What follows belongs to an exercise in optimizing a design on an open flow for small area; a production flow would make more cautious choices. Only simulation tests tie the RTL to the original design; equivalence was not proved.

## constraint.sdc

```tcl
create_clock -name core_clock -period 30.0 [get_ports {clk}]
set_input_delay 6.0000 -clock core_clock [delete_from_list [all_inputs] [get_ports {clk}]]
set_output_delay 6.0000 -clock core_clock [all_outputs]
set_load 0.01 [all_outputs]
```

## config.mk

```make
export PLATFORM = sky130hd
export DESIGN_NAME = digitalCalc
export DESIGN_NICKNAME = digitalCalc
export VERILOG_FILES = /design/flow/design.v
export SDC_FILE = /design/flow/constraint.sdc
export NUM_CORES = 4
export LEC_CHECK = 0
export ABC_AREA = 1
export CAP_MARGIN = 20
export CORE_MARGIN = 2
export CORE_UTILIZATION = 40
export GPL_TIMING_DRIVEN = 0
export PLACE_DENSITY = 0.6
export SLEW_MARGIN = 20
```

## design.v

```verilog
module Concatenate(
input [3:0] x10, x1,
output [6:0] out);
function [6:0] add7(input [6:0] a, input [6:0] b);
    integer i;
    reg c;
    begin
        c = 1'b0;
        for (i = 0; i < 7; i = i + 1) begin
            add7[i] = a[i] ^ b[i] ^ c;
            c = a[i] & b[i] | c & (a[i] ^ b[i]);
        end
    end
endfunction
assign out = add7(add7({2'b0, x10, 1'b0}, {3'b0, x1}), {x10[3:0], 3'b0});
endmodule
module Calc(
input clk,
input [3:0] A10, A1, B10, B1,
input [4:0] operation,
output reg [14:0] outRes
);
wire [6:0] A, B;
Concatenate first(A10, A1, A);
Concatenate second(B10, B1, B);
wire show = operation[0], add = operation[1], sub = operation[2],
     mul = operation[3], div = operation[4];
wire [6:0] Q;
divider quot(A, B, Q);
wire [6:0] M = ({7{mul}} & B) | ({7{show}} & 7'd100) | {6'd0, add | sub};
wire [7:0] S = ({8{show | add}} & {1'b0, B}) | ({8{sub}} & {1'b1, ~B}) | ({8{div}} & {1'b0, Q});
wire [14:0] X;
macc mac(A, M, S, sub, X);
always @(posedge clk)
    outRes <= {X[14:9] | {6{sub & ~X[8]}}, X[8] ^ sub, X[7:0]};
endmodule
module macc(input [6:0] A, M, input [7:0] S, input cin, output reg [14:0] X);
integer i, j;
reg c, a, b;
always @(*) begin
    X = {7'd0, S};
    for (i = 0; i < 7; i = i + 1) begin
        c = (i == 0) ? cin : 1'b0;
        for (j = i; j < 15; j = j + 1) begin
            a = X[j];
            b = (j - i < 7) ? (A[j - i] & M[i]) : 1'b0;
            X[j] = a ^ b ^ c;
            c = a & b | c & (a ^ b);
        end
    end
end
endmodule
module divider(input [6:0] A, B, output [6:0] Q);
integer i, j;
reg [6:0] rem, d, q;
reg hz, bo;
always @(*) begin
    rem = A;
    for (i = 6; i >= 0; i = i - 1) begin
        hz = 1'b1;
        for (j = 7 - i; j < 7; j = j + 1)
            hz = hz & ~B[j];
        bo = 1'b0;
        d = 7'd0;
        for (j = 0; j < 7 - i; j = j + 1) begin
            d[j] = rem[i + j] ^ B[j] ^ bo;
            bo = ~rem[i + j] & B[j] | ~(rem[i + j] ^ B[j]) & bo;
        end
        q[i] = hz & ~bo;
        for (j = 0; j < 7 - i; j = j + 1)
            if (q[i]) rem[i + j] = d[j];
    end
end
assign Q = q & {7{|B}};
endmodule
module breakDigits(
input [14:0] num,
input [1:0] sel,
output [3:0] digit
);
wire neg = num[14];
wire [6:0] nlow = ~num[6:0] + 7'd1;
wire [13:0] mag = neg ? {7'd0, nlow} : num[13:0];
function [3:0] add3(input [3:0] x);
    begin
        add3[3] = x[3] | x[2] & (x[1] | x[0]);
        add3[2] = x[2] & ~x[1] & ~x[0] | x[3] & x[0];
        add3[1] = ~x[2] & x[1] | x[2] & x[1] & x[0] | x[3] & ~x[0];
        add3[0] = ~x[3] & ~x[2] & x[0] | x[2] & x[1] & ~x[0] | x[3] & ~x[0];
    end
endfunction
function [15:0] bcd(input [13:0] n);
    integer i, j;
    begin
        bcd = 16'd0;
        for (i = 13; i >= 0; i = i - 1) begin
            for (j = 0; j < 4; j = j + 1)
                bcd[4*j +: 4] = add3(bcd[4*j +: 4]);
            bcd = {bcd[14:0], n[i]};
        end
    end
endfunction
wire [15:0] d = bcd(mag);
assign digit = (sel == 2'd3 && neg) ? 4'd10 : d[4*sel +: 4];
endmodule
module sevSeg(input [3:0] in, output reg [6:0] out);
    always @(*) begin
        case (in)
            4'd0: out = 7'b0000001;
            4'd1: out = 7'b1001111;
            4'd2: out = 7'b0010010;
            4'd3: out = 7'b0000110;
            4'd4: out = 7'b1001100;
            4'd5: out = 7'b0100100;
            4'd6: out = 7'b0100000;
            4'd7: out = 7'b0001111;
            4'd8: out = 7'b0000000;
            4'd9: out = 7'b0000100;
            default: out = 7'b1111110;
        endcase
    end
endmodule
module debouncer(input clk, inp, output out);
reg Qmeta, Qsynch;
reg [1:0] run;
always @(posedge clk) begin
    Qmeta <= inp;
    Qsynch <= Qmeta;
    run[0] <= Qsynch & (~run[0] | run[1]);
    run[1] <= Qsynch & (run[0] | run[1]);
end
assign out = run[1] & run[0];
endmodule
module risingEdge(input clk, rst, level, output z);
reg busy, edg;
always @(posedge clk or posedge rst) begin
    if (rst) begin
        busy <= 1'b0;
        edg <= 1'b0;
    end else begin
        busy <= level;
        edg <= level & ~busy;
    end
end
assign z = edg;
endmodule
module dbAndRise(
input clk, rst,
input [8:0] in,
output [8:0] out
);
wire [8:0] w;
debouncer d0(clk, in[0], w[0]);
risingEdge r0(clk, rst, w[0], out[0]);
debouncer d1(clk, in[1], w[1]);
risingEdge r1(clk, rst, w[1], out[1]);
debouncer d2(clk, in[2], w[2]);
risingEdge r2(clk, rst, w[2], out[2]);
debouncer d3(clk, in[3], w[3]);
risingEdge r3(clk, rst, w[3], out[3]);
assign out[7:4] = in[7:4];
debouncer d8(clk, in[8], w[8]);
risingEdge r8(clk, rst, w[8], out[8]);
endmodule
module modNum(
input clk, reset, enable,
output reg [3:0] count
);
wire [3:0] t;    
assign t[0] = enable;
assign t[1] = enable & count[0] & ~count[3];
assign t[2] = enable & count[0] & count[1];
assign t[3] = enable & count[0] & (count[3] | count[1] & count[2]);
always @(posedge clk, posedge reset) begin
    if (reset)
        count <= 4'd0;
    else
        count <= count ^ t;
end
endmodule
module handleNumberPresses(
input clk, reset,
input [3:0] But,
output [3:0] A10, A1, B10, B1
);
modNum modA10(clk, reset, But[0], A10);
modNum modA1(clk, reset, But[1], A1);
modNum modB10(clk, reset, But[2], B10);
modNum modB1(clk, reset, But[3], B1);
endmodule
module handleOperationPresses(
input [8:4] But,
output [4:0] operation);
wire show = But[8] | ~(But[4] | But[5] | But[6] | But[7]);
assign operation[0] = show;
assign operation[1] = ~But[8] & But[4];
assign operation[2] = ~But[8] & ~But[4] & But[5];
assign operation[3] = ~But[8] & ~But[4] & ~But[5] & But[6];
assign operation[4] = ~But[8] & ~But[4] & ~But[5] & ~But[6] & But[7];
endmodule
module clockDivider(
input clk, reset,
output [1:0] digitIndex
);
wire [4:0] count;
nBitCounter #(5, 5'd4) scan(clk, reset, count);
assign digitIndex = count[4:3];
endmodule
module nBitCounter #(parameter n = 2, parameter [n-1:0] init = 0)(
input clk, reset,
output reg [n-1:0] count);
always @(posedge clk, posedge reset) begin
    if (reset)
        count <= init;
    else
        count <= count + 1'b1;
end
endmodule
module digitalCalc(
input clk, rst,
input [8:0] in,
output reg [3:0] digitSelect,
output [7:0] out,
output signed [14:0] result
);
wire [8:0] But;
dbAndRise stabilize(clk, rst, in, But);
wire [3:0] A10, A1, B10, B1;
handleNumberPresses numberPresses(clk, rst, But[3:0], A10, A1, B10, B1);
wire [4:0] operation;
handleOperationPresses operand(But[8:4], operation);
Calc Calculator(clk, A10, A1, B10, B1, operation, result);
wire [1:0] twoCounter;
clockDivider selctDig(clk, rst, twoCounter);
wire [3:0] digit;
breakDigits to_break(result, twoCounter, digit);
wire [6:0] seg;
sevSeg decode(digit, seg);
assign out = {~(twoCounter == 2'b10), seg};
always @(*) begin
    case (twoCounter)
        2'b00: digitSelect = 4'b1110;
        2'b01: digitSelect = 4'b1101;
        2'b10: digitSelect = 4'b1011;
        default: digitSelect = 4'b0111;
    endcase
end
endmodule
```

## flow/run.sh

```bash
#!/bin/bash
# Own layout flow:
#  2. the same synthesis without Yosys's early "abc -fast" pass, kept only if its registers
#     (names and cell types) are exactly the standard synthesis's;
#  3. the combinational logic between the registers re-mapped by ABC for area (registers,
#     their names and cell types untouched);
#  4. the standard layout from floorplan to finish, with small port buffers and a clock
#     tree of small buffers.
# Each tool's output goes to a log file in this folder.
set -euo pipefail
W=$PWD
R=$W/orfs/results/$FLOW_PLATFORM/digitalCalc/base
L=$W/orfs/logs/$FLOW_PLATFORM/digitalCalc/base
LIB=$FLOW_HOME/platforms/$FLOW_PLATFORM/lib/sky130_fd_sc_hd__tt_025C_1v80.lib
YOSYS=${YOSYS_EXE:-$FLOW_HOME/../tools/install/yosys/bin/yosys}
[ -x "$YOSYS" ] || YOSYS=$(command -v yosys)
regs() { grep -E "^\s*sky130_fd_sc_hd__(df|dl|sdf|edf)" "$1" | awk '{print $1, $2}' | sort; }

# 1. standard synthesis
bash standard.sh synth > $W/log_synth_standard.txt 2>&1
cp $R/1_2_yosys.v $W/synth_standard.v
cp $L/1_2_yosys.log $W/log_yosys_standard.txt
regs $W/synth_standard.v > $W/regs_standard.txt

# 2. the same without the early abc pass
START=$W/synth_standard.v
if bash standard.sh clean_synth > $W/log_synth_noabc.txt 2>&1 &&
   SYNTH_ARGS=-noabc bash standard.sh synth >> $W/log_synth_noabc.txt 2>&1; then
    cp $R/1_2_yosys.v $W/synth_noabc.v
    regs $W/synth_noabc.v > $W/regs_noabc.txt
    if cmp -s $W/regs_standard.txt $W/regs_noabc.txt; then
        START=$W/synth_noabc.v
    fi
fi
echo "start netlist: $START" > $W/log_start.txt

# 3. re-map the combinational logic for area. Four chains run in parallel (two from each start
#    netlist); each chain runs ABC round after round (deep synthesis with a new seed, then area
#    mapping) on its best netlist so far and keeps a round's result only if it is smaller. The
#    smallest result whose registers match the standard synthesis's is kept.
python3 $W/flow/libfuncs.py $LIB $W/comb_cells.v > $W/log_libfuncs.txt 2>&1
DONTUSE=$(grep -o -- "-dont_use [A-Za-z0-9_]*" $W/log_yosys_standard.txt | sort -u | tr '\n' ' ')
ROUNDS=${REOPT_ROUNDS:-8}
round() {  # round IN OUT SEED TAG
    printf 'strash\n&get -n\n&deepsyn -T 30 -S %s\n&nf -R 1000\n&put\n' $3 > $W/area_$4.abc
    cat > $W/reopt_$4.ys <<YS
read_verilog $W/comb_cells.v
read_liberty -lib -ignore_redef $LIB
read_verilog $1
hierarchy -top $FLOW_TOP
flatten -noscopeinfo
rename -hide w:* i:* o:* %u %d
techmap
opt -purge
abc -script $W/area_$4.abc -liberty $LIB $DONTUSE
opt_clean -purge
setundef -zero
hilomap -singleton -hicell sky130_fd_sc_hd__conb_1 HI -locell sky130_fd_sc_hd__conb_1 LO
insbuf -buf sky130_fd_sc_hd__buf_1 A X
opt_clean -purge
tee -q -o $W/area_$4.txt stat -liberty $LIB
write_verilog -noattr -noexpr -nohex -nodec $2
YS
    $YOSYS -s $W/reopt_$4.ys > $W/log_reopt_$4.txt 2>&1 || return 1
    regs $2 | cmp -s $W/regs_standard.txt - || return 1
    grep "Chip area" $W/area_$4.txt | awk '{print $NF}'
}
chain() {  # chain NAME START SEEDBASE
    local best=$2 besta=1e99 k a
    for k in $(seq 1 $ROUNDS); do
        if a=$(round $best $W/try_$1_$k.v $(( $3 + k )) $1_$k); then
            echo "$1 round $k: $a" >> $W/log_chain_$1.txt
            if python3 -c "import sys; sys.exit(0 if $a < $besta else 1)"; then best=$W/try_$1_$k.v; besta=$a; fi
        fi
    done
    echo "$besta $best" > $W/best_$1.txt
}
chain a $START 100 &
chain b $START 200 &
chain c $W/synth_standard.v 300 &
chain d $W/synth_standard.v 400 &
wait
sort -g $W/best_?.txt > $W/log_best.txt
BEST=$(head -1 $W/log_best.txt | awk '{print $2}')
echo "best: $(head -1 $W/log_best.txt)" >> $W/log_start.txt
cp $BEST $W/synth_area.v
cp $W/synth_area.v $R/1_2_yosys.v
rm -f $R/1_synth.odb $R/1_synth.sdc

# 4. standard layout from the re-mapped netlist
export BUFFER_PORTS_ARGS="-buffer_cell sky130_fd_sc_hd__buf_1"
export CTS_ARGS="$(cat $W/flow/cts_args.txt)"
bash standard.sh > $W/log_layout.txt 2>&1
```

## flow/cts_args.txt

```
-sink_clustering_enable -repair_clock_nets -buf_list {sky130_fd_sc_hd__clkbuf_4} -root_buf sky130_fd_sc_hd__clkbuf_4 -dont_use_dummy_load
```

## standard.sh

```bash
#!/bin/bash
# synth_recipe.tcl (not shown) runs the flow's synth.tcl, then flattens the netlist and writes it again
# the make line also repeats each setting of config.mk as NAME=value (left out here)
make -C /OpenROAD-flow-scripts/flow DESIGN_CONFIG=/design/flow/config.mk WORK_HOME=/design/flow/orfs CLKGATE_MAP_FILE= SYNTH_SCRIPT=/design/flow/synth_recipe.tcl "${@:-finish}"
```

## flow/libfuncs.py

```python
#!/usr/bin/env python3
"""Write Verilog models of the combinational cells of a liberty file (from their pin functions)."""
import re, sys
lib = open(sys.argv[1]).read()
out = []
pos = 0
def conv(f):
    f = f.strip().strip('"')
    f = f.replace('!', '~')
    # implicit AND: juxtaposed operands separated by space
    f = re.sub(r'(?<=[\w)])\s+(?=[\w(~])', ' & ', f)
    return f
for m in re.finditer(r'\n\s*cell\s*\(\s*"?([\w]+)"?\s*\)\s*\{', lib):
    name = m.group(1)
    # find the cell body by brace matching
    i = m.end(); depth = 1
    while depth:
        c = lib[i]
        if c == '{': depth += 1
        elif c == '}': depth -= 1
        i += 1
    body = lib[m.end():i]
    if re.search(r'\n\s*(ff|latch|statetable)\s*\(', body):
        continue
    pins = []
    for pm in re.finditer(r'\n\s*pin\s*\(\s*"?(\w+)"?\s*\)\s*\{', body):
        j = pm.end(); d = 1
        while d:
            c = body[j]
            if c == '{': d += 1
            elif c == '}': d -= 1
            j += 1
        pb = body[pm.end():j]
        dm = re.search(r'direction\s*:\s*"?(\w+)"?', pb)
        fm = re.search(r'\bfunction\s*:\s*"([^"]*)"', pb)
        pins.append((pm.group(1), dm.group(1) if dm else None, fm.group(1) if fm else None))
    outs = [p for p in pins if p[1] == 'output']
    ins = [p for p in pins if p[1] == 'input']
    if not outs or any(p[2] is None for p in outs):
        continue
    ports = [p[0] for p in ins] + [p[0] for p in outs]
    s = 'module %s(%s);\n' % (name, ', '.join(ports))
    for p in ins: s += '  input %s;\n' % p[0]
    for p in outs: s += '  output %s;\n  assign %s = %s;\n' % (p[0], p[0], conv(p[2]))
    s += 'endmodule\n'
    out.append(s)
open(sys.argv[2], 'w').write('\n'.join(out))
print(len(out), 'cells')
```

==> results.py, run 1 <==
metrics = {
    "setup_path": {
        "critPathMostFrequentCell": "a21oi_1",
        "reg2reg_from": "numberPresses.modB10.count[1]",
        "critPathMaxFanout": 8,
        "crit_type": "reg2reg",
        "worstReg2RegEnd": "Calculator.outRes[13]",
        "startpoint_type": "register",
        "critPathRequiredTime_ns": 30.28,
        "endpoint_kind": "register",
        "reg2reg_slack_ns": 10.44,
        "slowest_stage": "o21ai_0",
        "critPathCapture": "Calculator.outRes[13]",
        "startpoint": "numberPresses.modB10.count[1]",
        "critPathMaxStageDelay_ns": 0.81,
        "r2r.worst_path.cells": 93,
        "arrival_ns": 19.84,
    },
    "detailed_routing": {
        "antenna_left": 0,
        "dr.first_iter.drc_count": 232,
        "vias": 5344,
        "viasPerCell": 5.188,
        "drtPass1Iterations": 4,
        "drt-total-wl_um": 12270,
        "wl_per_cell_um": 11.91,
        "drc": 0,
    },
    "place": {
        "place_hpwl_um": 9822,
        "place_congestion": 0.8722,
        "dp.cells": 1021,
        "io_buffers": 37,
    },
    "status": {
        "status": "timing/DRC/antenna clean",
    },
    "synth": {
        "syn_inst": 803,
        "yosys_warnings": 11,
        "syn_nets": 814,
        "synth_area_mm2": 0.005772,
        "syn_avg_cell_area_um2": 7.188,
    },
    "sta": {
        "max_freq_mhz": 51.12,
        "skew_ns": 0.03829,
        "relSlewSlack": 0.3084,
        "drv_slew": 0,
        "tns_ns": 0,
        "hold_viol_final": 0,
        "fin_crit_sh": 0.6521,
        "setup_viol_count_final": 0,
        "tightestPinTransition_ns": 1.026,
        "rsz0062_at_grt": "no",
        "min_period_ns": 19.56,
    },
    "job": {
        "cap_violations": 0,
    },
    "final_layout": {
        "drive_gt1_frac": 0.01765,
        "fin_nets": 863,
        "areaGrowthSynthToFinish_pct": 8.259,
        "fillers": 1488,
        "finalNonFillerCells": 1030,
        "antenna-diode-count": 0,
    },
    "grt": {
        "grt-ovfl-total": 0,
        "grt_antenna_before_repair": 0,
        "grt_max_degree": 24,
        "grt_first_pass_wirelength_um": 20800,
        "grt_usage": 0.1660,
        "first_global_vias": 4731,
    },
    "floorplan": {
        "start_util": 0.4126,
        "die_h_um": 124.1,
        "die_area_mm2": 0.01541,
        "io_pins": 38,
        "rows": 43,
        "dieWidth_um": 124.1,
        "core_mm2": 0.01399,
    },
    "clock_tree": {
        "cts_root_buf": "clkbuf_4",
        "clkSinkCount": 66,
        "cts.clk_slew.worst_paths_ns": 0.12,
        "ctsResizeCount": 0,
        "clk_latency_ns": 0.41,
        "cts_hold_buf": 0,
        "cts_buffer_depth": 2,
        "htreeDepth": 3,
        "numCtsBuffers": 9,
        "cts_tree": "done",
        "cts_setup_buffers": 0,
    },
    "min_path": {
        "min_path_type": "reg2reg",
    },
}
[state kept, by name (all words and copies together), names as in the netlist, 2 cells and up]
register and flops:
Calculator.outRes 15, stabilize.d8.run 2, selctDig.scan.count 5, numberPresses.modB1.count 4, stabilize.d3.run 2, stabilize.d1.run 2
stabilize.d0.run 2, numberPresses.modA10.count 4, numberPresses.modB10.count 4, stabilize.d2.run 2, numberPresses.modA1.count 4
[per-stage QoR]
stage	instance area, um^2	setup WS (ns)	utilization	hold slack (ns)
floorplan	5772	13.35	-	0.3096
global placement	6136	10.59	0.4386	0.3119
detailed placement	6166	10.56	0.4408	0.3143
CTS	6233	10.41	0.4456	0.3068
global route	6248	8.261	0.4467	0.3016
finish	6248	10.44	0.4467	0.3095
[worst max-delay path, delay by kind of cell, from the launching register on]
kind,cells,cell delay [ns]
fa+ha+maj,8,2.97
xor+xnor,14,3.10
compound gates,33,6.89
flops,1,0.46
buf+inv,3,0.53
simple gates,35,5.46
[placed cells by master (no fill, tap or decap), drive strengths merged, types with 15 or more instances in the layout]
cell type,count
nand2,105
a21oi,80
o21ai,50
nor2,103
nor3,15
maj3,15
xor2,42
nor2b,15
nand3,29
buf,39
xnor2,76
clkinv,43
and2,17
dfrtp,30
dfxtp,35
nand2b,19
[worst min-delay path by stage]
| stage | cells after the start | startpoint | slack (ns) | to |
|---|---|---|---|---|
| final | 0 | stabilize.d8.Qmeta | 0.31 | stabilize.d8.Qsynch |
| after global routing | 0 | stabilize.d8.Qmeta | 0.30 | stabilize.d8.Qsynch |
| after global placement | 0 | stabilize.d8.Qmeta | 0.31 | stabilize.d8.Qsynch |
| after floorplan | 0 | stabilize.d0.Qmeta | 0.31 | stabilize.d0.Qsynch |
| after detailed placement | 0 | stabilize.d1.Qmeta | 0.31 | stabilize.d1.Qsynch |
| after CTS | 0 | stabilize.d8.Qmeta | 0.31 | stabilize.d8.Qsynch |
[layout make-up]
type	instances	area, um^2	share of cell area
Timing Repair Buffer	38	153.9	0.02463
Multi-Input combinational cell	693	4159	0.6656
Tap cell	180	225.2	0.03604
Buffer	1	3.754	0.0006007
Inverter	43	161.4	0.02583
Sequential cell	66	1478	0.2365
Clock buffer	9	67.56	0.01081
[per-layer routing]
layer | track usage | wire, um | vias up
met3 | 0.02885 | 292 | 10
met1 | 0.2048 | 5938 | 2408
li1 | - | - | 2873
met4 | 0.04073 | 145 | 0
met5 | 0 | 0 | -
met2 | 0.2985 | 5888 | 53
==> run 2: changes to the inputs <==
--- a/flow/run.sh
+++ b/flow/run.sh
@@ -40,9 +40,13 @@
 #    smallest result whose registers match the standard synthesis's is kept.
 python3 $W/flow/libfuncs.py $LIB $W/comb_cells.v > $W/log_libfuncs.txt 2>&1
 DONTUSE=$(grep -o -- "-dont_use [A-Za-z0-9_]*" $W/log_yosys_standard.txt | sort -u | tr '\n' ' ')
-ROUNDS=${REOPT_ROUNDS:-8}
+ROUNDS=${REOPT_ROUNDS:-3}
 round() {  # round IN OUT SEED TAG
-    printf 'strash\n&get -n\n&deepsyn -T 30 -S %s\n&nf -R 1000\n&put\n' $3 > $W/area_$4.abc
+    local k
+    : > $W/area_$4.abc
+    for k in 1 2 3; do
+        printf 'strash\n&get -n\n&deepsyn -T 30 -S %s\n&nf -R 1000\n&put\n' $(( $3 * 10 + k )) >> $W/area_$4.abc
+    done
     cat > $W/reopt_$4.ys <<YS
 read_verilog $W/comb_cells.v
 read_liberty -lib -ignore_redef $LIB
--- a/config.mk
+++ b/config.mk
@@ -6,9 +6,9 @@
 export NUM_CORES = 4
 export LEC_CHECK = 0
 export ABC_AREA = 1
-export CAP_MARGIN = 20
+export CAP_MARGIN = 0
 export CORE_MARGIN = 2
 export CORE_UTILIZATION = 40
 export GPL_TIMING_DRIVEN = 0
 export PLACE_DENSITY = 0.6
-export SLEW_MARGIN = 20
+export SLEW_MARGIN = 0
==> run 2 against run 1 <==
Effect of this change:
- still clean on timing, DRC and antenna
- area after synthesis decreased by 0.30%
- synthesized cell count decreased by 1.4%
- setup slack improved by 2.8 ns
- global-route usage increased by 1.6 points
- first-iteration DRC count increased by 33%
- critical path type unchanged
==> results.py, run 2 <==
metrics = {
    "clock_tree": {
        "cts_tree": "done",
        "clk_latency_ns": 0.43,
        "numCtsBuffers": 9,
        "cts_root_buf": "clkbuf_4",
        "clkSinkCount": 66,
        "cts_hold_buf": 0,
        "cts.clk_slew.worst_paths_ns": 0.09,
        "htreeDepth": 3,
        "cts_buffer_depth": 2,
        "ctsResizeCount": 0,
        "cts_setup_buffers": 0,
    },
    "synth": {
        "yosys_warnings": 11,
        "syn_inst": 792,
        "synth_area_mm2": 0.005754,
        "syn_nets": 803,
        "syn_avg_cell_area_um2": 7.265,
    },
    "sta": {
        "max_freq_mhz": 59.72,
        "rsz0062_at_grt": "no",
        "drv_slew": 0,
        "fin_crit_sh": 0.5582,
        "setup_viol_count_final": 0,
        "min_period_ns": 16.75,
        "tightestPinTransition_ns": 1.317,
        "skew_ns": 0.03027,
        "tns_ns": 0,
        "hold_viol_final": 0,
        "fin_ws_ns": 13.25,
        "relSlewSlack": 0.1223,
    },
    "place": {
        "place_area_mm2": 0.006130,
        "place_congestion": 0.8703,
        "dp.cells": 1010,
        "place_hpwl_um": 10250,
        "pre_cts_ws_ns": 13.40,
        "io_buffers": 37,
    },
    "floorplan": {
        "start_util": 0.4114,
        "rows": 43,
        "io_pins": 38,
        "die_area_mm2": 0.01536,
        "die_h_um": 123.9,
        "dieWidth_um": 123.9,
        "core_mm2": 0.01399,
    },
    "final_layout": {
        "antenna-diode-count": 0,
        "fin_nets": 852,
        "finalNonFillerCells": 1019,
        "final_cell_mix": "nand2_1 (98), nor2_1 (93), o21ai_0 (68)",
        "final_cell_area_mm2": 0.006197,
        "multiInputGateArea_mm2": 0.004145,
        "drive_gt1_frac": 0.01311,
        "fillers": 1497,
        "top_regs": "Calculator.outRes x15, selctDig.scan.count x5",
        "seq_area_mm2": 0.001478,
        "largest_reg_flops": 15,
        "mostFrequentLayoutCell": "nand2_1",
        "final_util": 0.4430,
        "areaGrowthSynthToFinish_pct": 7.697,
        "top_register": "Calculator.outRes",
    },
    "setup_path": {
        "critPathMaxFanout": 15,
        "critPathTopFamily": "compound AO/OA/AOI/OAI gates",
        "crit_type": "reg2reg",
        "critPathMaxStageDelay_ns": 0.69,
        "reg2reg_slack_ns": 13.25,
        "slowest_stage": "xor2_1",
        "path_buf_inv": 2,
        "critPathMostFrequentCell": "nand2_1",
        "arrival_ns": 17.03,
        "critPathRequiredTime_ns": 30.28,
        "endpoint_kind": "register",
        "startpoint_type": "register",
    },
    "grt": {
        "first_global_vias": 4708,
        "grt_first_pass_wirelength_um": 22360,
        "grt_usage": 0.1815,
        "grt_max_degree": 32,
        "grt_antenna_before_repair": 0,
        "grt-ovfl-total": 0,
    },
    "detailed_routing": {
        "wl_per_cell_um": 13.31,
        "vias": 5562,
        "viasPerCell": 5.458,
        "antenna_left": 0,
        "drc": 0,
        "drt-total-wl_um": 13560,
        "drtPass1Iterations": 5,
        "dr.first_iter.drc_count": 309,
    },
    "status": {
        "status": "timing/DRC/antenna clean",
    },
    "min_path": {
        "min_path_type": "reg2reg",
    },
    "job": {
        "cap_violations": 0,
    },
}
==> run 2: worst paths after layout <==
check                                         startpoint                           end  cells past startpoint
max                        numberPresses.modA10.count[0]         Calculator.outRes[12]                     82
min reg2reg                           stabilize.d8.Qmeta           stabilize.d8.Qsynch                      0
max reg2reg                numberPresses.modA10.count[0]         Calculator.outRes[12]                     82
min                                   stabilize.d8.Qmeta           stabilize.d8.Qsynch                      0
min in group asynchronous                            rst             stabilize.r1.busy                      2
max in group asynchronous                            rst  numberPresses.modB1.count[2]                      2
==> run 2: layout make-up <==
class                      count  share of cell area
sequential                    66              0.2384
clock buffer                   9             0.01090
multi-input combinational    691              0.6689
buffer                         1           0.0006057
inverter                      34             0.02059
tap                          180             0.03634
timing repair buffer          38             0.02423
==> run 2: per-layer routing <==
| metal | vias to the layer above | global-route usage | part of all wire |
|---|---|---|---|
| li1 | 2918 | - | - |
| met1 | 2554 | 0.2559 | 0.52 |
| met2 | 81 | 0.2912 | 0.44 |
| met3 | 9 | 0.03205 | 0.035 |
| met4 | 0 | 0.03792 | 0.0078 |
| met5 | - | 0 | 0 |
==> run 2: metrics by stage <==
stage	hold slack (ns)
2_1_floorplan	0.3096
3_3_place_gp	0.3109
3_5_place_dp	0.3153
4_1_cts	0.3214
5_1_grt	0.3377
6_report	0.3234
==> run 3: changes to the inputs <==
--- a/design.v
+++ b/design.v
@@ -81,27 +81,39 @@
 wire neg = num[14];
 wire [6:0] nlow = ~num[6:0] + 7'd1;
 wire [13:0] mag = neg ? {7'd0, nlow} : num[13:0];
+function [13:0] base100(input [13:0] n);    
+    reg [6:0] h, l;
+    integer i;
+    begin
+        h = 7'd0;
+        l = 7'd0;
+        for (i = 13; i >= 0; i = i - 1) begin
+            if (l >= 7'd50) l = l + 7'd14;
+            {h, l} = {h[5:0], l, n[i]};
+        end
+        base100 = {h, l};
+    end
+endfunction
 function [3:0] add3(input [3:0] x);
+    case (x)
+    4'd5: add3 = 4'd8; 4'd6: add3 = 4'd9; 4'd7: add3 = 4'd10; 4'd8: add3 = 4'd11; 4'd9: add3 = 4'd12;
+    default: add3 = x;
+    endcase
+endfunction
+function [7:0] bcd7(input [6:0] x);    
+    integer i;
     begin
-        add3[3] = x[3] | x[2] & (x[1] | x[0]);
-        add3[2] = x[2] & ~x[1] & ~x[0] | x[3] & x[0];
-        add3[1] = ~x[2] & x[1] | x[2] & x[1] & x[0] | x[3] & ~x[0];
-        add3[0] = ~x[3] & ~x[2] & x[0] | x[2] & x[1] & ~x[0] | x[3] & ~x[0];
-    end
-endfunction
-function [15:0] bcd(input [13:0] n);
-    integer i, j;
-    begin
-        bcd = 16'd0;
-        for (i = 13; i >= 0; i = i - 1) begin
-            for (j = 0; j < 4; j = j + 1)
-                bcd[4*j +: 4] = add3(bcd[4*j +: 4]);
-            bcd = {bcd[14:0], n[i]};
-        end
-    end
-endfunction
-wire [15:0] d = bcd(mag);
-assign digit = (sel == 2'd3 && neg) ? 4'd10 : d[4*sel +: 4];
+        bcd7 = 8'd0;
+        for (i = 6; i >= 0; i = i - 1) begin
+            bcd7[3:0] = add3(bcd7[3:0]);
+            bcd7[7:4] = add3(bcd7[7:4]);
+            bcd7 = {bcd7[6:0], x[i]};
+        end
+    end
+endfunction
+wire [13:0] hl = base100(mag);
+wire [7:0] two = bcd7(sel[1] ? hl[13:7] : hl[6:0]);
+assign digit = (sel == 2'd3 && neg) ? 4'd10 : sel[0] ? two[7:4] : two[3:0];
 endmodule
 module sevSeg(input [3:0] in, output reg [6:0] out);
     always @(*) begin
==> run 3 against run 2 <==
Effect of this change:
- non-clock buffer count is 1 lower
- area after synthesis is 4.5% lower
- via count is 3.1% lower
- register-to-register slack worse by 1.9 ns
- utilization hardly changed
- flip-flop and latch count stayed put
- highest routed layer unchanged
==> results.py, run 3 <==
metrics = {
    "status": {
        "status": "timing/DRC/antenna clean",
    },
    "floorplan": {
        "core_mm2": 0.01335,
        "die_area_mm2": 0.01469,
        "start_util": 0.4115,
        "io_pins": 38,
        "die_h_um": 121.2,
        "dieWidth_um": 121.2,
        "rows": 42,
    },
    "grt": {
        "grt_antenna_before_repair": 0,
        "grt_usage": 0.1863,
        "grt_first_pass_wirelength_um": 22710,
        "grt-ovfl-total": 0,
        "grt_max_degree": 32,
        "first_global_vias": 5158,
    },
    "setup_path": {
        "crit_type": "reg2out",
        "critPathTopFamily": "simple AND/OR/NAND/NOR gates",
        "slowest_stage": "a311oi_1",
        "reg2reg_slack_ns": 11.36,
        "arrival_ns": 14.28,
        "critPathRequiredTime_ns": 24.00,
        "critPathMaxFanout": 6,
        "endpoint_kind": "output port",
        "critPathMaxStageDelay_ns": 0.48,
        "path_buf_inv": 3,
        "startpoint_type": "register",
    },
    "detailed_routing": {
        "antenna_left": 0,
        "vias": 5391,
        "viasPerCell": 5.501,
        "drc": 0,
        "drtPass1Iterations": 5,
        "dr.first_iter.drc_count": 255,
        "drt-total-wl_um": 13020,
        "wl_per_cell_um": 13.29,
    },
    "place": {
        "place_congestion": 0.9084,
        "dp.cells": 971,
        "pre_cts_ws_ns": 10.30,
        "io_buffers": 37,
        "place_hpwl_um": 10210,
    },
    "sta": {
        "tightestPinTransition_ns": 1.322,
        "skew_ns": 0.04086,
        "min_period_ns": 20.28,
        "tns_ns": 0,
        "setup_viol_count_final": 0,
        "fin_ws_ns": 9.721,
        "hold_viol_final": 0,
        "max_freq_mhz": 49.31,
        "fin_crit_sh": 0.6760,
        "relSlewSlack": 0.1123,
        "drv_slew": 0,
        "rsz0062_at_grt": "no",
    },
    "clock_tree": {
        "clkSinkCount": 66,
        "numCtsBuffers": 9,
        "cts_root_buf": "clkbuf_4",
        "cts_tree": "done",
        "cts_buffer_depth": 2,
        "cts_hold_buf": 0,
        "cts_setup_buffers": 0,
        "htreeDepth": 3,
        "cts.clk_slew.worst_paths_ns": 0.11,
        "clk_latency_ns": 0.42,
        "ctsResizeCount": 0,
    },
    "final_layout": {
        "antenna-diode-count": 0,
        "fin_nets": 817,
        "fillers": 1392,
        "areaGrowthSynthToFinish_pct": 7.768,
        "top_register": "Calculator.outRes",
        "drive_gt1_frac": 0.01244,
        "final_util": 0.4435,
        "final_cell_mix": "nand2_1 (116), nor2_1 (85), xnor2_1 (70)",
        "top_regs": "Calculator.outRes x15, selctDig.scan.count x5",
        "finalNonFillerCells": 980,
        "mostFrequentLayoutCell": "nand2_1",
        "largest_reg_flops": 15,
    },
    "synth": {
        "syn_nets": 769,
        "syn_inst": 758,
        "synth_area_mm2": 0.005493,
        "yosys_warnings": 11,
        "syn_avg_cell_area_um2": 7.246,
    },
    "job": {
        "cap_violations": 0,
    },
    "min_path": {
        "min_path_type": "reg2reg",
    },
}
==> run 3: layer usage <==
metal | global-route usage | share of wire | vias up
li1 | - | - | 2747
met1 | 0.2137 | 0.44 | 2535
met2 | 0.3497 | 0.51 | 87
met3 | 0.02726 | 0.031 | 22
met4 | 0.06394 | 0.024 | 0
met5 | 0 | 0 | -
==> run 3: worst register-to-register path, delay by kind of cell (launching register included) <==
family,cells,cell delay [ns]
adder cells (fa/ha/maj),2,0.79
multiplexers,1,0.31
AND/OR/NAND/NOR,43,6.69
XOR/XNOR,10,2.52
flip-flops,1,0.59
AO/OA/AOI/OAI,41,7.62
==> run 3: path summary, 6_finish.rpt <==
kind / depth (start not counted) / end / start
hold reg to reg: 0 / stabilize.d1.Qsynch / stabilize.d1.Qmeta
min in group asynchronous: 2 / stabilize.r0.busy / rst
hold / removal: 0 / stabilize.d1.Qsynch / stabilize.d1.Qmeta
setup / recovery: 67 / out[3] / Calculator.outRes[9]
setup reg to reg: 97 / Calculator.outRes[12] / numberPresses.modB10.count[0]
max in group asynchronous: 2 / stabilize.r8.edg / rst
==> run 3: metrics by stage <==
stage / hold WS, ns / area [um^2]
global route: 0.3157 / 5919
finish: 0.3093 / 5919
global placement: 0.3100 / 5852
CTS: 0.3102 / 5919
detailed placement: 0.3190 / 5852
floorplan: 0.3096 / 5493
==> run 3: layout make-up <==
| cell class | count | area (um^2) | area share |
|---|---|---|---|
| sequential | 66 | 1478 | 0.2496 |
| clock buffer | 9 | 67.56 | 0.01141 |
| tap | 176 | 220.2 | 0.03720 |
| buffer | 1 | 3.754 | 0.0006341 |
| timing repair buffer | 37 | 138.9 | 0.02346 |
| multi-input combinational | 657 | 3884 | 0.6561 |
| inverter | 34 | 127.6 | 0.02156 |
==> run 4: changes to the inputs <==
--- a/flow/run.sh
+++ b/flow/run.sh
@@ -45,7 +45,7 @@
     local k
     : > $W/area_$4.abc
     for k in 1 2 3; do
-        printf 'strash\n&get -n\n&deepsyn -T 30 -S %s\n&nf -R 1000\n&put\n' $(( $3 * 10 + k )) >> $W/area_$4.abc
+        printf 'strash\n&get -n\n&deepsyn -T 30 -S %s\n&nf -p -a -F 8 -A 4 -R 1000\n&put\n' $(( ($3 * 3 + k) % 101 )) >> $W/area_$4.abc
     done
     cat > $W/reopt_$4.ys <<YS
 read_verilog $W/comb_cells.v
@@ -79,10 +79,10 @@
     done
     echo "$besta $best" > $W/best_$1.txt
 }
-chain a $START 100 &
-chain b $START 200 &
-chain c $W/synth_standard.v 300 &
-chain d $W/synth_standard.v 400 &
+chain a $START 10 &
+chain b $START 20 &
+chain c $W/synth_standard.v 30 &
+chain d $START 40 &
 wait
 sort -g $W/best_?.txt > $W/log_best.txt
 BEST=$(head -1 $W/log_best.txt | awk '{print $2}')
==> run 4 against run 3 <==
Effect of this change:
- critical path type unchanged
- largest cell class unchanged
- via count shrank 2.2%
- final cell count shrank 3.5%
- die area shrank 0.64%
==> results.py, run 4 <==
metrics = {
    "detailed_routing": {
        "wl_per_cell_um": 13.29,
        "antenna_left": 0,
        "drtPass1Iterations": 6,
        "vias": 5274,
        "dr.first_iter.drc_count": 337,
        "drt-total-wl_um": 12570,
        "drc": 0,
        "viasPerCell": 5.575,
    },
    "final_layout": {
        "top_register": "Calculator.outRes",
        "antenna-diode-count": 0,
        "seq_area_mm2": 0.001478,
        "drive_gt1_frac": 0.01558,
        "multiInputGateArea_mm2": 0.003874,
        "areaGrowthSynthToFinish_pct": 8.095,
        "final_cell_mix": "nor2_1 (80), nand2_1 (69), xnor2_1 (65)",
        "largest_reg_flops": 15,
        "final_cell_area_mm2": 0.005898,
        "fin_nets": 783,
        "mostFrequentLayoutCell": "nor2_1",
        "fillers": 1386,
        "top_regs": "Calculator.outRes x15, selctDig.scan.count x5",
    },
    "setup_path": {
        "critPathMaxStageDelay_ns": 0.49,
        "critPathRequiredTime_ns": 24.00,
        "critPathMostFrequentCell": "nor2_1",
        "r2r.worst_path.cells": 92,
        "cp.depth": 56,
        "startpoint_type": "register",
        "slowest_stage": "o21ai_0",
        "crit_type": "reg2out",
        "critPathMaxFanout": 6,
        "endpoint_kind": "output port",
        "critPathTopFamily": "simple AND/OR/NAND/NOR gates",
        "path_buf_inv": 1,
        "arrival_ns": 12.29,
    },
    "sta": {
        "rsz0062_at_grt": "no",
        "skew_ns": 0.03557,
        "tns_ns": 0,
        "min_period_ns": 18.29,
        "setup_viol_count_final": 0,
        "drv_slew": 0,
        "fin_crit_sh": 0.6098,
        "hold_viol_final": 0,
        "tightestPinTransition_ns": 1.263,
        "relSlewSlack": 0.1550,
        "max_freq_mhz": 54.66,
    },
    "floorplan": {
        "die_area_mm2": 0.01459,
        "rows": 42,
        "start_util": 0.4104,
        "io_pins": 38,
        "core_mm2": 0.01330,
        "die_h_um": 120.8,
        "dieWidth_um": 120.8,
    },
    "min_path": {
        "min_path_type": "reg2reg",
        "min_path_cells": 0,
    },
    "synth": {
        "syn_inst": 724,
        "syn_avg_cell_area_um2": 7.537,
        "synth_area_mm2": 0.005456,
        "syn_nets": 735,
        "yosys_warnings": 11,
    },
    "place": {
        "io_buffers": 37,
        "place_area_mm2": 0.005816,
        "place_congestion": 0.8672,
        "place_hpwl_um": 9885,
    },
    "clock_tree": {
        "cts_setup_buffers": 0,
        "cts_root_buf": "clkbuf_4",
        "cts.clk_slew.worst_paths_ns": 0.07,
        "cts_hold_buf": 0,
        "cts_buffer_depth": 2,
        "clk_latency_ns": 0.40,
        "numCtsBuffers": 9,
        "htreeDepth": 3,
        "ctsResizeCount": 0,
        "cts_tree": "done",
        "clkSinkCount": 66,
    },
    "grt": {
        "grt-ovfl-total": 0,
        "grt_first_pass_wirelength_um": 21270,
        "grt_usage": 0.1756,
        "grt_antenna_before_repair": 0,
        "grt_max_degree": 32,
        "first_global_vias": 4795,
    },
    "status": {
        "status": "timing/DRC/antenna clean",
    },
    "job": {
        "cap_violations": 0,
    },
}
-- run 4: layout make-up --
class | count | share of cell area
buffer | 1 | 0.0006364
timing repair buffer | 37 | 0.02355
tap | 176 | 0.03734
clock buffer | 9 | 0.01146
sequential | 66 | 0.2505
inverter | 31 | 0.01973
multi-input combinational | 626 | 0.6568
-- run 4: worst paths after layout --
kind,slack [ns],start,endpoint
setup / recovery,11.71,Calculator.outRes[13],out[3]
hold / removal,0.33,stabilize.d8.Qmeta,stabilize.d8.Qsynch
setup reg to reg,11.96,numberPresses.modB10.count[1],Calculator.outRes[12]
hold reg to reg,0.33,stabilize.d8.Qmeta,stabilize.d8.Qsynch
max in group asynchronous,23.77,rst,stabilize.r8.edg
min in group asynchronous,5.70,rst,stabilize.r3.edg
-- run 4: metal layers --
| layer | up-vias | routed length (um) | global-route usage |
|---|---|---|---|
| li1 | 2659 | - | - |
| met5 | - | 0 | 0 |
| met1 | 2492 | 5608 | 0.2156 |
| met4 | 0 | 211 | 0.04724 |
| met2 | 109 | 6232 | 0.3136 |
| met3 | 14 | 520 | 0.03255 |
-- run 4: stage by stage --
step | hold WS (ns) | setup WS [ns] | util | cells
finish | 0.3302 | 11.71 | 0.4436 | 946
global route | 0.3362 | 9.882 | 0.4436 | 946
CTS | 0.3309 | 11.79 | 0.4425 | 946
detailed placement | 0.3121 | 12.24 | 0.4374 | 937
global placement | 0.3110 | 12.62 | 0.4374 | 937
floorplan | 0.3096 | 13.99 | - | 724
==> run 5: changes to the inputs <==
--- a/flow/run.sh
+++ b/flow/run.sh
@@ -40,7 +40,7 @@
 #    smallest result whose registers match the standard synthesis's is kept.
 python3 $W/flow/libfuncs.py $LIB $W/comb_cells.v > $W/log_libfuncs.txt 2>&1
 DONTUSE=$(grep -o -- "-dont_use [A-Za-z0-9_]*" $W/log_yosys_standard.txt | sort -u | tr '\n' ' ')
-ROUNDS=${REOPT_ROUNDS:-3}
+ROUNDS=${REOPT_ROUNDS:-1}
 round() {  # round IN OUT SEED TAG
     local k
     : > $W/area_$4.abc
==> flow/cts_args.txt (replaced) <==
-sink_clustering_enable -repair_clock_nets -buf_list {sky130_fd_sc_hd__clkbuf_4} -root_buf sky130_fd_sc_hd__clkbuf_8 -dont_use_dummy_load
==> run 5 against run 4 <==
Effect of this change:
- sequential share of layout area is 0.27 points lower
- area after synthesis is 0.28% higher
- routed wire length is 3.1% higher
- fmax is 3.1% lower
- count of clock-buffer cells in the layout stayed put
- register-to-register slack worse by 0.83 ns
- setup slack worse by 0.58 ns
- final cell count is 3.3% higher
- die area is 0.27% higher
- global-route usage is 0.56 points higher
- highest routed layer unchanged
==> results.py, run 5 <==
metrics = {
    "status": {
        "status": "timing/DRC/antenna clean",
    },
    "floorplan": {
        "die_area_mm2": 0.01463,
        "rows": 42,
        "die_h_um": 121.0,
        "start_util": 0.4115,
        "core_mm2": 0.01330,
        "io_pins": 38,
        "dieWidth_um": 121.0,
    },
    "clock_tree": {
        "htreeDepth": 3,
        "ctsResizeCount": 0,
        "cts.clk_slew.worst_paths_ns": 0.07,
        "cts_setup_buffers": 0,
        "clk_latency_ns": 0.36,
        "cts_buffer_depth": 2,
        "numCtsBuffers": 9,
        "cts_root_buf": "clkbuf_8",
        "cts_hold_buf": 0,
        "cts_tree": "done",
        "clkSinkCount": 66,
    },
    "place": {
        "place_hpwl_um": 9865,
        "place_area_mm2": 0.005838,
        "place_congestion": 0.8623,
        "io_buffers": 37,
    },
    "synth": {
        "syn_nets": 766,
        "yosys_warnings": 11,
        "syn_inst": 755,
        "synth_area_mm2": 0.005471,
        "syn_avg_cell_area_um2": 7.247,
    },
    "sta": {
        "hold_viol_final": 0,
        "fin_crit_sh": 0.6290,
        "skew_ns": 0.01996,
        "setup_viol_count_final": 0,
        "drv_slew": 0,
        "max_freq_mhz": 52.99,
        "tightestPinTransition_ns": 1.313,
        "min_period_ns": 18.87,
        "tns_ns": 0,
        "relSlewSlack": 0.1184,
        "rsz0062_at_grt": "no",
        "hold-worst-slack_ns": 0.3241,
    },
    "setup_path": {
        "arrival_ns": 19.12,
        "critPathRequiredTime_ns": 30.25,
        "critPathMostFrequentCell": "a21oi_1",
        "slowest_stage": "xnor2_1",
        "critPathTopFamily": "compound AO/OA/AOI/OAI gates",
        "crit_type": "reg2reg",
        "critPathMaxStageDelay_ns": 0.94,
        "critPathMaxFanout": 16,
        "endpoint_kind": "register",
        "path_buf_inv": 2,
        "startpoint_type": "register",
    },
    "final_layout": {
        "mostFrequentLayoutCell": "nand2_1",
        "final_util": 0.4484,
        "drive_gt1_frac": 0.01373,
        "antenna-diode-count": 0,
        "fillers": 1386,
        "top_regs": "Calculator.outRes x15, selctDig.scan.count x5",
        "areaGrowthSynthToFinish_pct": 8.964,
        "final_cell_area_mm2": 0.005962,
        "final_cell_mix": "nand2_1 (121), a21oi_1 (85), nor2_1 (80)",
        "largest_reg_flops": 15,
        "fin_nets": 814,
        "top_register": "Calculator.outRes",
    },
    "detailed_routing": {
        "drc": 0,
        "viasPerCell": 5.490,
        "vias": 5364,
        "drtPass1Iterations": 5,
        "dr.first_iter.drc_count": 382,
        "drt-total-wl_um": 12960,
        "wl_per_cell_um": 13.27,
        "antenna_left": 0,
    },
    "grt": {
        "grt_antenna_before_repair": 0,
        "grt-ovfl-total": 0,
        "grt_usage": 0.1812,
        "grt_max_degree": 32,
        "first_global_vias": 4837,
        "grt_first_pass_wirelength_um": 21780,
    },
    "min_path": {
        "min_path_type": "reg2reg",
    },
    "job": {
        "cap_violations": 0,
    },
}
## run 5: final timing paths
kind / from / end / slack (ns) / depth (start not counted)
worst min register to register: stabilize.d8.Qmeta / stabilize.d8.Qsynch / 0.32 / 0
worst min-delay path: stabilize.d8.Qmeta / stabilize.d8.Qsynch / 0.32 / 0
worst max register to register: numberPresses.modA10.count[1] / Calculator.outRes[12] / 11.13 / 89
min in group asynchronous: rst / selctDig.scan.count[1] / 5.75 / 2
max in group asynchronous: rst / stabilize.r8.edg / 23.74 / 2
worst max-delay path: numberPresses.modA10.count[1] / Calculator.outRes[12] / 11.13 / 89
## run 5: area by class of cell
type	instances	area [um^2]	area share
buffer	1	3.754	0.0006296
clock buffer	9	123.9	0.02078
inverter	21	78.83	0.01322
multi-input combinational	667	3919	0.6573
sequential	66	1478	0.2478
tap	176	220.2	0.03694
timing repair buffer	37	138.9	0.02329
## run 5: metrics by stage
step	cells	worst slack, ns
finish	977	11.13
global route	977	8.956
CTS	977	11.41
detailed placement	968	11.50
global placement	968	11.74
floorplan	755	14.33
## run 5: per-layer routing
layer	track usage	wire length, um	vias to the layer above
li1	-	-	2730
met1	0.2264	6019	2500
met2	0.3178	6318	113
met3	0.03195	442	21
met4	0.05233	182	0
met5	0	0	-
==> run 6: changes to the inputs <==
==> flow/cts_args.txt (replaced) <==
-sink_clustering_enable -repair_clock_nets -buf_list {sky130_fd_sc_hd__clkbuf_4} -root_buf sky130_fd_sc_hd__clkbuf_4 -sink_clustering_size 7 -sink_clustering_max_diameter 60 -dont_use_dummy_load
==> run 6 against run 5 <==
Effect of this change:
- still clean on timing, DRC and antenna
- utilization down 0.42 points
- flip-flop and latch count is the same
- register-to-register slack is essentially flat
- worst hold slack better by 0.0045 ns
- area after synthesis stayed put
- via count shrank 0.22%
- routed wire length shrank 0.86%
- critical path depth grew 1
- setup slack improved by 0.0033 ns
- final area decreased by 0.94%
- die area did not move
- non-clock buffer count did not move
- highest routed layer unchanged
==> results.py, run 6 <==
metrics = {
    "detailed_routing": {
        "drtPass1Iterations": 5,
        "wl_per_cell_um": 13.15,
        "dr.first_iter.drc_count": 414,
        "drt-total-wl_um": 12850,
        "drc": 0,
        "vias": 5352,
        "viasPerCell": 5.478,
        "antenna_left": 0,
    },
    "synth": {
        "syn_avg_cell_area_um2": 7.247,
        "syn_nets": 766,
        "synth_area_mm2": 0.005471,
        "yosys_warnings": 11,
        "syn_inst": 755,
    },
    "place": {
        "place_hpwl_um": 9865,
        "dp.cells": 968,
        "pre_cts_ws_ns": 11.50,
        "place_congestion": 0.8623,
        "io_buffers": 37,
    },
    "final_layout": {
        "final_util": 0.4442,
        "finalNonFillerCells": 977,
        "fin_nets": 814,
        "antenna-diode-count": 0,
        "areaGrowthSynthToFinish_pct": 7.935,
        "drive_gt1_frac": 0.01373,
        "top_register": "Calculator.outRes",
        "top_regs": "Calculator.outRes x15, selctDig.scan.count x5",
        "largest_reg_flops": 15,
        "final_cell_mix": "nand2_1 (121), a21oi_1 (85), nor2_1 (80)",
        "mostFrequentLayoutCell": "nand2_1",
    },
    "sta": {
        "relSlewSlack": 0.1339,
        "tightestPinTransition_ns": 1.290,
        "rsz0062_at_grt": "no",
        "fin_crit_sh": 0.6289,
        "max_freq_mhz": 53.00,
        "setup_viol_count_final": 0,
        "min_period_ns": 18.87,
        "tns_ns": 0,
        "skew_ns": 0.03215,
        "hold-worst-slack_ns": 0.3287,
        "hold_viol_final": 0,
        "fin_ws_ns": 11.13,
        "drv_slew": 0,
    },
    "setup_path": {
        "reg2reg_from": "numberPresses.modA10.count[1]",
        "critPathCapture": "Calculator.outRes[12]",
        "worstReg2RegEnd": "Calculator.outRes[12]",
        "r2r.worst_path.cells": 90,
        "arrival_ns": 19.17,
        "startpoint_type": "register",
        "critPathMaxStageDelay_ns": 0.95,
        "reg2reg_slack_ns": 11.13,
        "endpoint_kind": "register",
        "crit_type": "reg2reg",
        "slowest_stage": "xnor2_1",
        "critPathRequiredTime_ns": 30.31,
        "startpoint": "numberPresses.modA10.count[1]",
        "critPathMostFrequentCell": "a21oi_1",
        "critPathMaxFanout": 16,
    },
    "clock_tree": {
        "cts_buffer_depth": 2,
        "cts.clk_slew.worst_paths_ns": 0.11,
        "ctsResizeCount": 0,
        "clk_latency_ns": 0.41,
        "numCtsBuffers": 9,
        "cts_tree": "done",
        "htreeDepth": 3,
        "clkSinkCount": 66,
        "cts_setup_buffers": 0,
        "cts_hold_buf": 0,
        "cts_root_buf": "clkbuf_4",
    },
    "floorplan": {
        "die_h_um": 121.0,
        "io_pins": 38,
        "start_util": 0.4115,
        "rows": 42,
        "core_mm2": 0.01330,
        "dieWidth_um": 121.0,
        "die_area_mm2": 0.01463,
    },
    "grt": {
        "grt_first_pass_wirelength_um": 21650,
        "grt-ovfl-total": 0,
        "grt_max_degree": 32,
        "grt_antenna_before_repair": 0,
        "first_global_vias": 4813,
        "grt_usage": 0.1797,
    },
    "min_path": {
        "min_path_type": "reg2reg",
    },
    "job": {
        "cap_violations": 0,
    },
    "status": {
        "status": "timing/DRC/antenna clean",
    },
}
-- run 6: layout make-up --
| class | count | area, um^2 |
|---|---|---|
| plain buffers | 1 | 3.754 |
| clock buffers | 9 | 67.56 |
| fillers | 1394 | 7390 |
| inverters | 21 | 78.83 |
| multi-input cells | 667 | 3919 |
| flip-flops and latches | 66 | 1478 |
| well taps | 176 | 220.2 |
| repair buffers | 37 | 138.9 |
-- run 6: worst min path at each step --
stage	from	cells after the start	end	slack, ns
after floorplan	stabilize.d0.Qmeta	0	stabilize.d0.Qsynch	0.31
after global placement	stabilize.d8.Qmeta	0	stabilize.d8.Qsynch	0.31
after detailed placement	stabilize.d8.Qmeta	0	stabilize.d8.Qsynch	0.31
after CTS	stabilize.d3.Qmeta	0	stabilize.d3.Qsynch	0.33
after global routing	stabilize.d3.Qmeta	0	stabilize.d3.Qsynch	0.33
final	stabilize.d3.Qmeta	0	stabilize.d3.Qsynch	0.33
-- run 6: per-layer routing --
| layer | vias to the layer above | track usage | wire length [um] |
|---|---|---|---|
| li1 | 2735 | - | - |
| met1 | 2493 | 0.2247 | 6026 |
| met2 | 105 | 0.3167 | 6249 |
| met3 | 19 | 0.03055 | 437 |
| met4 | 0 | 0.05015 | 139 |
| met5 | - | 0 | 0 |
-- run 6: critical path: cells and delay by family (launching register included) --
family,cells,cell delay [ns]
buffers and inverters,2,0.77
XOR/XNOR,12,3.07
AND/OR/NAND/NOR,26,3.79
flip-flops,1,0.49
AO/OA/AOI/OAI,47,9.53
adder cells (fa/ha/maj),2,0.77
multiplexers,1,0.27
-- run 6: metrics by stage --
stage	area, um^2
finish	5906
global route	5906
CTS	5906
detailed placement	5838
global placement	5831
floorplan	5472
==> run 7: changes to the inputs <==
--- a/design.v
+++ b/design.v
@@ -138,10 +138,10 @@
 always @(posedge clk) begin
     Qmeta <= inp;
     Qsynch <= Qmeta;
-    run[0] <= Qsynch & (~run[0] | run[1]);
+    run[0] <= Qsynch & ~run[1];
     run[1] <= Qsynch & (run[0] | run[1]);
 end
-assign out = run[1] & run[0];
+assign out = run[1] & ~run[0];
 endmodule
 module risingEdge(input clk, rst, level, output z);
 reg busy, edg;
--- a/flow/run.sh
+++ b/flow/run.sh
@@ -40,7 +40,7 @@
 #    smallest result whose registers match the standard synthesis's is kept.
 python3 $W/flow/libfuncs.py $LIB $W/comb_cells.v > $W/log_libfuncs.txt 2>&1
 DONTUSE=$(grep -o -- "-dont_use [A-Za-z0-9_]*" $W/log_yosys_standard.txt | sort -u | tr '\n' ' ')
-ROUNDS=${REOPT_ROUNDS:-1}
+ROUNDS=${REOPT_ROUNDS:-3}
 round() {  # round IN OUT SEED TAG
     local k
     : > $W/area_$4.abc
==> run 7 against run 6 <==
Effect of this change:
- clock skew up 0.0063 ns
- register-to-register slack improved by 5.2 ns
- routed wire length is 0.46% higher
- count of clock-buffer cells in the layout unchanged
- largest cell class unchanged
==> results.py, run 7 <==
metrics = {
    "status": {
        "status": "timing/DRC/antenna clean",
    },
    "floorplan": {
        "die_area_mm2": 0.01450,
        "rows": 42,
        "start_util": 0.4094,
        "dieWidth_um": 120.4,
        "io_pins": 38,
        "core_mm2": 0.01324,
        "die_h_um": 120.4,
    },
    "grt": {
        "grt_usage": 0.1802,
        "grt_first_pass_wirelength_um": 21800,
        "grt_max_degree": 32,
        "first_global_vias": 4917,
        "grt_antenna_before_repair": 0,
        "grt-ovfl-total": 0,
    },
    "final_layout": {
        "largest_reg_flops": 15,
        "drive_gt1_frac": 0.01527,
        "top_regs": "Calculator.outRes x15, selctDig.scan.count x5",
        "top_register": "Calculator.outRes",
        "fin_nets": 799,
        "final_cell_mix": "nand2_1 (95), a21oi_1 (87), nor2_1 (66)",
        "antenna-diode-count": 0,
        "fillers": 1381,
        "mostFrequentLayoutCell": "nand2_1",
        "areaGrowthSynthToFinish_pct": 8.216,
    },
    "clock_tree": {
        "ctsResizeCount": 0,
        "cts_setup_buffers": 0,
        "cts_hold_buf": 0,
        "cts.clk_slew.worst_paths_ns": 0.12,
        "htreeDepth": 3,
        "numCtsBuffers": 9,
        "clkSinkCount": 66,
        "cts_buffer_depth": 2,
        "clk_latency_ns": 0.41,
        "cts_root_buf": "clkbuf_4",
        "cts_tree": "done",
    },
    "job": {
        "cap_violations": 0,
    },
    "place": {
        "place_hpwl_um": 9961,
        "place_congestion": 0.8373,
        "io_buffers": 37,
    },
    "setup_path": {
        "startpoint_type": "register",
        "reg2reg_from": "numberPresses.modB10.count[1]",
        "arrival_ns": 11.56,
        "critPathRequiredTime_ns": 24.00,
        "slowest_stage": "o311ai_0",
        "critPathMaxFanout": 6,
        "critPathMaxStageDelay_ns": 0.53,
        "reg2reg_slack_ns": 16.30,
        "crit_type": "reg2out",
        "startpoint": "Calculator.outRes[10]",
        "endpoint_kind": "output port",
    },
    "sta": {
        "rsz0062_at_grt": "no",
        "setup_viol_count_final": 0,
        "relSlewSlack": 0.1776,
        "fin_crit_sh": 0.5852,
        "skew_ns": 0.03840,
        "tightestPinTransition_ns": 1.225,
        "min_period_ns": 17.56,
        "hold_viol_final": 0,
        "max_freq_mhz": 56.96,
        "drv_slew": 0,
        "tns_ns": 0,
    },
    "detailed_routing": {
        "drtPass1Iterations": 5,
        "dr.first_iter.drc_count": 293,
        "wl_per_cell_um": 13.42,
        "drc": 0,
        "vias": 5354,
        "viasPerCell": 5.565,
        "antenna_left": 0,
        "drt-total-wl_um": 12910,
    },
    "synth": {
        "syn_inst": 739,
        "synth_area_mm2": 0.005421,
        "yosys_warnings": 11,
        "syn_avg_cell_area_um2": 7.336,
        "syn_nets": 750,
    },
    "min_path": {
        "min_path_type": "reg2reg",
        "min_from": "stabilize.d2.Qmeta",
    },
}
run 7: changes by cell type in the layout (fill, tap and decap cells not counted), sizes merged, moves of 7 or more:
cell    before  now
nand2      121   95
nor2        80   66
nor2b       23   36
xnor2       69   58
a21boi      11    2
clkinv      21   29
xor2        33   40
run 7: cell type report:
type                       count  area (um^2)  share of cell area
clock buffer                   9        67.56             0.01152
timing repair buffer          38        150.1             0.02559
inverter                      29        108.9             0.01855
buffer                         1        3.754           0.0006398
sequential                    66         1478              0.2519
multi-input combinational    643         3839              0.6543
tap                          176        220.2             0.03753
run 7: critical path: cells and delay by family (launching register included):
kind	cells	cell delay (ns)
simple gates	28	5.50
buf+inv	1	0.13
compound gates	20	4.51
xor+xnor	4	0.69
flops	1	0.37
run 7: routing by layer:
layer / GRT usage / part of all wire / routed length, um / vias up
li1: - / - / - / 2721
met1: 0.2183 / 0.45 / 5828 / 2521
met2: 0.3238 / 0.49 / 6336 / 95
met3: 0.03585 / 0.041 / 530 / 17
met4: 0.04869 / 0.017 / 216 / 0
met5: 0 / 0 / 0 / -
run 7: final timing paths:
check | to | depth (start not counted)
max | out[6] | 53
min in group asynchronous | stabilize.r3.busy | 2
min | stabilize.d2.Qsynch | 0
min reg2reg | stabilize.d2.Qsynch | 0
max reg2reg | Calculator.outRes[12] | 70
max in group asynchronous | numberPresses.modA1.count[3] | 2
run 7: per-stage QoR:
| stage | util | instance area, um^2 | hold WS (ns) | cells | worst slack, ns |
|---|---|---|---|---|---|
| 4_1_cts | 0.4430 | 5867 | 0.3250 | 962 | 12.57 |
| 2_1_floorplan | - | 5421 | 0.3096 | 739 | 14.70 |
| 6_report | 0.4430 | 5867 | 0.3233 | 962 | 12.44 |
| 5_1_grt | 0.4430 | 5867 | 0.3253 | 962 | 11.55 |
| 3_3_place_gp | 0.4365 | 5781 | 0.3117 | 952 | 13.32 |
| 3_5_place_dp | 0.4379 | 5799 | 0.3136 | 953 | 13.07 |

separate check: timing with driven ports:
The results above use ideal ports. As a check the final layouts listed here were re-extracted and re-timed, cells and wires unchanged.
Step 1, drivers: a clkbuf_16 drives clk and a buf_2 each remaining input, both assumed.
Step 2 also shifts input and output timing later by t, the mid clock arrival at the registers, as if the neighbouring blocks saw the same clock.
Slacks: no drivers / after step 1 / after step 2; pairs: no drivers / after step 1.
run	shift t [ns]	setup WS [ns]	worst data-port slew with drivers (ns)
run 1	0.419	10.439 / 10.439 / 10.439	0.03
run 2	0.443	13.254 / 13.254 / 13.254	0.03
run 3	0.428	9.721 / 9.691 / 10.120	0.03
run 4	0.404	11.707 / 11.678 / 11.961	0.03
run 5	0.380	11.129 / 11.129 / 11.129	0.03
run 6	0.429	11.133 / 11.133 / 11.133	0.03
run 7	0.423	12.443 / 12.412 / 12.835	0.03
After both steps setup and hold are still met in every run listed.
